Context: an optimization exercise on an open-source flow, tuned for small area. The choices shown serve that exercise and are no tape-out recipe. Where RTL was checked, it was by simulation tests only, not by an equivalence proof against the original. Power is estimated from default activity; no workload was simulated.

==> module ultrasonic_new, before the edit <==
module ultrasonic_new(clk,rst,echo,en62,endisp,latch,oh,sel,seg,lt,eq);
input        clk, rst, echo;
input        en62;         
input        endisp;       
input        latch;        
input  [3:0] oh;           
output [3:0] sel;
output [7:0] seg;
output reg   lt;           
output reg   eq;           
function [3:0] inc;
input [3:0] d;
begin : incb
reg [3:0] r, n;
r = d ^ 4'd2;
n = {r[3] ^ (r[2] & ~r[0]), r[1] & r[0], r[0], ~r[2]};
inc = n ^ 4'd2;
end
endfunction
function is9;
input [3:0] d;
is9 = (d ^ 4'd2) == 4'b1110;
endfunction
function [7:0] dis;
input [3:0] d;
begin
case(d)
4'b0000: dis = 8'b00000000;
4'b0001: dis = 8'b11011010;
4'b0010: dis = 8'b11111100;
4'b0011: dis = 8'b01100000;
4'b0100: dis = 8'b01100110;
4'b0101: dis = 8'b11110010;
4'b0110: dis = 8'b11111110;
4'b0111: dis = 8'b01100010;
4'b1000: dis = 8'b10100000;
4'b1001: dis = 8'b11100000;
4'b1010: dis = 8'b10110110;
4'b1011: dis = 8'b10111110;
4'b1100: dis = 8'b11110110;
4'b1101: dis = 8'b11111110;
4'b1110: dis = 8'b11110110;
4'b1111: dis = 8'b11111110;
endcase
end
endfunction
reg ebuf, flag;
always @(posedge clk)
	if (rst) begin
		ebuf <= 1'b0;
		flag <= 1'b0;
	end else begin
		ebuf <= echo;
		flag <= ebuf;
	end
wire rising = ebuf & ~flag;
reg  [8:0] c289;
wire       mm = (c289 == 9'h07f);
always @(posedge clk)
	if (rst | rising | mm) c289 <= 9'h0;
	else             c289 <= {~c289[7:0], ~(c289[8] ^ c289[4])};
reg [3:0] d1, d2, d3, d4;
reg       stale;
wire i1 = flag & mm;
wire i2 = i1 & is9(d1);
wire i3 = i2 & is9(d2);
wire i4 = i3 & is9(d3);
wire keep4 = latch | (oh[3] & ~endisp);            
always @(posedge clk)
	if (rst | rising) begin
		d1 <= 4'd2; d2 <= 4'd2; d3 <= 4'd2;
	end else begin
		if (i1) d1 <= inc(d1);
		if (i2) d2 <= inc(d2);
		if (i3) d3 <= inc(d3);
	end
always @(posedge clk)
	if (rst | (rising & ~keep4) | (endisp & stale))
		d4 <= 4'd2;
	else if (i4)
		d4 <= inc(d4);
always @(posedge clk)
	if (rst)                   stale <= 1'b0;
	else if (rising & keep4)   stale <= 1'b1;
	else if (endisp)           stale <= 1'b0;
reg [3:0] l1, l2, l3;
reg       l4z;
reg       all;
always @(posedge clk)
	if (rst) begin
		l1 <= 4'd2; l2 <= 4'd2; l3 <= 4'd2; l4z <= 1'b1;
		all <= 1'b0;
	end else if (endisp) begin
		all <= flag;
		if (flag) begin
			l1 <= 4'd2; l2 <= 4'd2; l3 <= 4'd2; l4z <= 1'b1;
		end else if (latch) begin
			l1 <= d1; l2 <= d2; l3 <= d3; l4z <= (d4 == 4'd2);
		end
	end
wire [3:0] r1 = l1 ^ 4'd2, r2 = l2 ^ 4'd2, r3 = l3 ^ 4'd2;
wire l3lo = ~r3[3] & ~r3[2] & ~r3[1];              
wire clt  = l4z & l3lo & (~r3[0] | ~r2[3]);        
wire ceq  = l4z & l3lo & r3[0] & r2[3] & ~r2[2] & ~r2[0]
            & ~r1[3] & ~r1[2] & ~r1[0];            
always @(posedge clk)
	if (rst) begin
		lt <= 1'b1;
		eq <= 1'b0;
	end else if (en62) begin
		lt <= clt;
		eq <= ceq;
	end
wire [3:0] l4 = all ? 4'd2 : d4;               
wire [3:0] shown = ({4{oh[0]}} & l1) | ({4{oh[1]}} & l2) | ({4{oh[2]}} & l3) | ({4{oh[3]}} & l4);
assign seg = dis(shown);
assign sel = {4{all}} | oh;
endmodule
export LEC_CHECK = 0
export CAP_MARGIN = 20
export CORE_MARGIN = 2
export CORE_UTILIZATION = 60
export GPL_TIMING_DRIVEN = 0
export SLEW_MARGIN = 20
create_clock -name core_clock -period 20.0 [get_ports {clk}]
standard.sh (not shown) runs the stock make flow with config.mk's settings and CLKGATE_MAP_FILE= SYNTH_SCRIPT=/design/flow/synth_recipe.tcl, a recipe that flattens the netlist after the stock synthesis.
==> flow/flow/run.sh <==
#!/bin/bash
# Own layout flow: the standard synthesis; then the combinational logic
# between the (unchanged) registers is re-mapped by ABC for area (several
# ABC runs in parallel, the smallest result kept); then the standard ORFS
# layout steps with 1x port buffers, no tie-cell fanout repair and the
# clock tree settings in cts.args. Each tool's output goes to a log file here.
set -euo pipefail
W=$(pwd)
R=$W/orfs/results/$FLOW_PLATFORM/car/base
LIB=$FLOW_HOME/platforms/$FLOW_PLATFORM/lib/sky130_fd_sc_hd__tt_025C_1v80.lib

# 1. standard synthesis
bash standard.sh synth > $W/flow_synth.log 2>&1

# 2. area re-mapping of the logic; registers and tie cells are kept as they are
DU=$(sed -n '/^export DONT_USE_CELLS/,/^$/p' $FLOW_HOME/platforms/$FLOW_PLATFORM/config.mk \
     | tr -d '\\' | tr ' \t' '\n\n' | grep '^sky130' | sed 's/^/-dont_use /' | tr '\n' ' ')
cp $R/1_2_yosys.v $W/std_synth.v
NR=8
remap_one() {
  local i=$1
  if [[ $i == 0 ]]; then cp $W/flow/area_fast.abc $W/area_$i.abc
  else sed "s/@SEED@/$i/" $W/flow/area.abc > $W/area_$i.abc; fi
  cat > $W/remap_$i.ys <<EOT
read_liberty -ignore_miss_func $LIB
blackbox sky130_fd_sc_hd__df* sky130_fd_sc_hd__conb_1
read_verilog $W/std_synth.v
hierarchy -top $FLOW_TOP
flatten
delete t:\$scopeinfo
opt_clean
opt
abc -script $W/area_$i.abc -liberty $LIB $DU
opt_clean -purge
read_liberty -lib -overwrite $LIB
hilomap -singleton -hicell sky130_fd_sc_hd__conb_1 HI -locell sky130_fd_sc_hd__conb_1 LO
splitnets
opt_clean -purge
tee -o $W/remap_stat_$i.txt stat -liberty $LIB
check -assert -mapped
write_verilog -noattr -nohex -nodec $W/remap_$i.v
EOT
  yosys -s $W/remap_$i.ys > $W/flow_remap_$i.log 2>&1 || true
}
# ABC runs, four at a time (run 0 is a quick fixed script, the others use
# &deepsyn with different seeds)
for wave in "0 1 2 3" "4 5 6 7"; do
  for i in $wave; do remap_one $i & done
  wait
done
best=""; barea=""
for i in $(seq 0 $((NR-1))); do
  if [[ -s $W/remap_$i.v ]] && grep -q "Chip area" $W/remap_stat_$i.txt; then
    a=$(grep "Chip area" $W/remap_stat_$i.txt | awk '{print $NF}')
    echo "remap $i: $a" >> $W/remap_choice.txt
    if [[ -z "$best" ]] || awk -v a="$a" -v b="$barea" 'BEGIN{exit !(a<b)}'; then best=$i; barea=$a; fi
  fi
done
echo "kept remap $best ($barea)" >> $W/remap_choice.txt
cp $W/remap_$best.v $R/1_2_yosys.v
touch $R/1_2_yosys.v

# 3. layout
export BUFFER_PORTS_ARGS="-buffer_cell sky130_fd_sc_hd__buf_1"
export SKIP_REPAIR_TIE_FANOUT=1
export CTS_ARGS="$(cat $W/flow/cts.args)"
bash standard.sh finish > $W/flow_finish.log 2>&1
Other scripts of this flow, unchanged in this note and not shown: flow/flow/area.abc, flow/flow/area_fast.abc, flow/flow/cts.args
The first run produced a clean layout.
Rerun with:
--- a/flow/design.v
+++ b/flow/design.v
@@ -66,45 +66,35 @@
 	if (rst | rising | mm) c289 <= 9'h0;
 	else             c289 <= {~c289[7:0], ~(c289[8] ^ c289[4])};
 reg [3:0] d1, d2, d3, d4;
-reg       stale;
 wire i1 = flag & mm;
 wire i2 = i1 & is9(d1);
 wire i3 = i2 & is9(d2);
 wire i4 = i3 & is9(d3);
-wire keep4 = latch | (oh[3] & ~endisp);            
 always @(posedge clk)
 	if (rst | rising) begin
-		d1 <= 4'd2; d2 <= 4'd2; d3 <= 4'd2;
+		d1 <= 4'd2; d2 <= 4'd2; d3 <= 4'd2; d4 <= 4'd2;
 	end else begin
 		if (i1) d1 <= inc(d1);
 		if (i2) d2 <= inc(d2);
 		if (i3) d3 <= inc(d3);
-	end
-always @(posedge clk)
-	if (rst | (rising & ~keep4) | (endisp & stale))
-		d4 <= 4'd2;
-	else if (i4)
-		d4 <= inc(d4);
-always @(posedge clk)
-	if (rst)                   stale <= 1'b0;
-	else if (rising & keep4)   stale <= 1'b1;
-	else if (endisp)           stale <= 1'b0;
-reg [3:0] l1, l2, l3;
-reg       l4z;
+		if (i4) d4 <= inc(d4);
+	end
+reg [3:0] l1, l2, l3, l4;
 reg       all;
 always @(posedge clk)
 	if (rst) begin
-		l1 <= 4'd2; l2 <= 4'd2; l3 <= 4'd2; l4z <= 1'b1;
+		l1 <= 4'd2; l2 <= 4'd2; l3 <= 4'd2; l4 <= 4'd2;
 		all <= 1'b0;
 	end else if (endisp) begin
 		all <= flag;
 		if (flag) begin
-			l1 <= 4'd2; l2 <= 4'd2; l3 <= 4'd2; l4z <= 1'b1;
+			l1 <= 4'd2; l2 <= 4'd2; l3 <= 4'd2; l4 <= 4'd2;
 		end else if (latch) begin
-			l1 <= d1; l2 <= d2; l3 <= d3; l4z <= (d4 == 4'd2);
+			l1 <= d1; l2 <= d2; l3 <= d3; l4 <= d4;
 		end
 	end
-wire [3:0] r1 = l1 ^ 4'd2, r2 = l2 ^ 4'd2, r3 = l3 ^ 4'd2;
+wire [3:0] r1 = l1 ^ 4'd2, r2 = l2 ^ 4'd2, r3 = l3 ^ 4'd2, r4 = l4 ^ 4'd2;
+wire l4z  = ~r4[3] & ~r4[2] & ~r4[0];              
 wire l3lo = ~r3[3] & ~r3[2] & ~r3[1];              
 wire clt  = l4z & l3lo & (~r3[0] | ~r2[3]);        
 wire ceq  = l4z & l3lo & r3[0] & r2[3] & ~r2[2] & ~r2[0]
@@ -117,7 +107,6 @@
 		lt <= clt;
 		eq <= ceq;
 	end
-wire [3:0] l4 = all ? 4'd2 : d4;               
 wire [3:0] shown = ({4{oh[0]}} & l1) | ({4{oh[1]}} & l2) | ({4{oh[2]}} & l3) | ({4{oh[3]}} & l4);
 assign seg = dis(shown);
 assign sel = {4{all}} | oh;
Effect: The changed run ran to the end with no violations; utilization rises by 0.40 points; register-to-register slack gets worse by 0.16 ns; design area rises by 1.0%; die area rises by 0.75%; total power rises by about 1.3%; setup slack gets worse by 0.21 ns; global-route usage rises by 0.77 points.
No functional check of the RTL was part of the second run of this note.

[separate check: timing with driven ports]
The results above use ideal ports. As a check the final layouts listed here were re-extracted and re-timed, cells and wires unchanged.
Step 1 assumes that a clkbuf_16 drives the clock port and a buf_2 every other input.
Step 2 times the ports against the registers' clock, not the clock port: input delays grow and output delays shrink by t, the midpoint of the rising clock arrivals with the driver on.
a / b / c = ideal ports / drivers / drivers and shift; a / b = the first two.
run | t (ns) | slack for setup (ns) | worst slew at a driven data input, ns | cell pins on the clock port's net
the first run | 0.664 | 12.483 / 12.448 / 13.112 | 0.03 | 1
the second run | 0.647 | 12.278 / 12.240 / 12.886 | 0.03 | 1
After both steps every run listed still meets setup and hold.
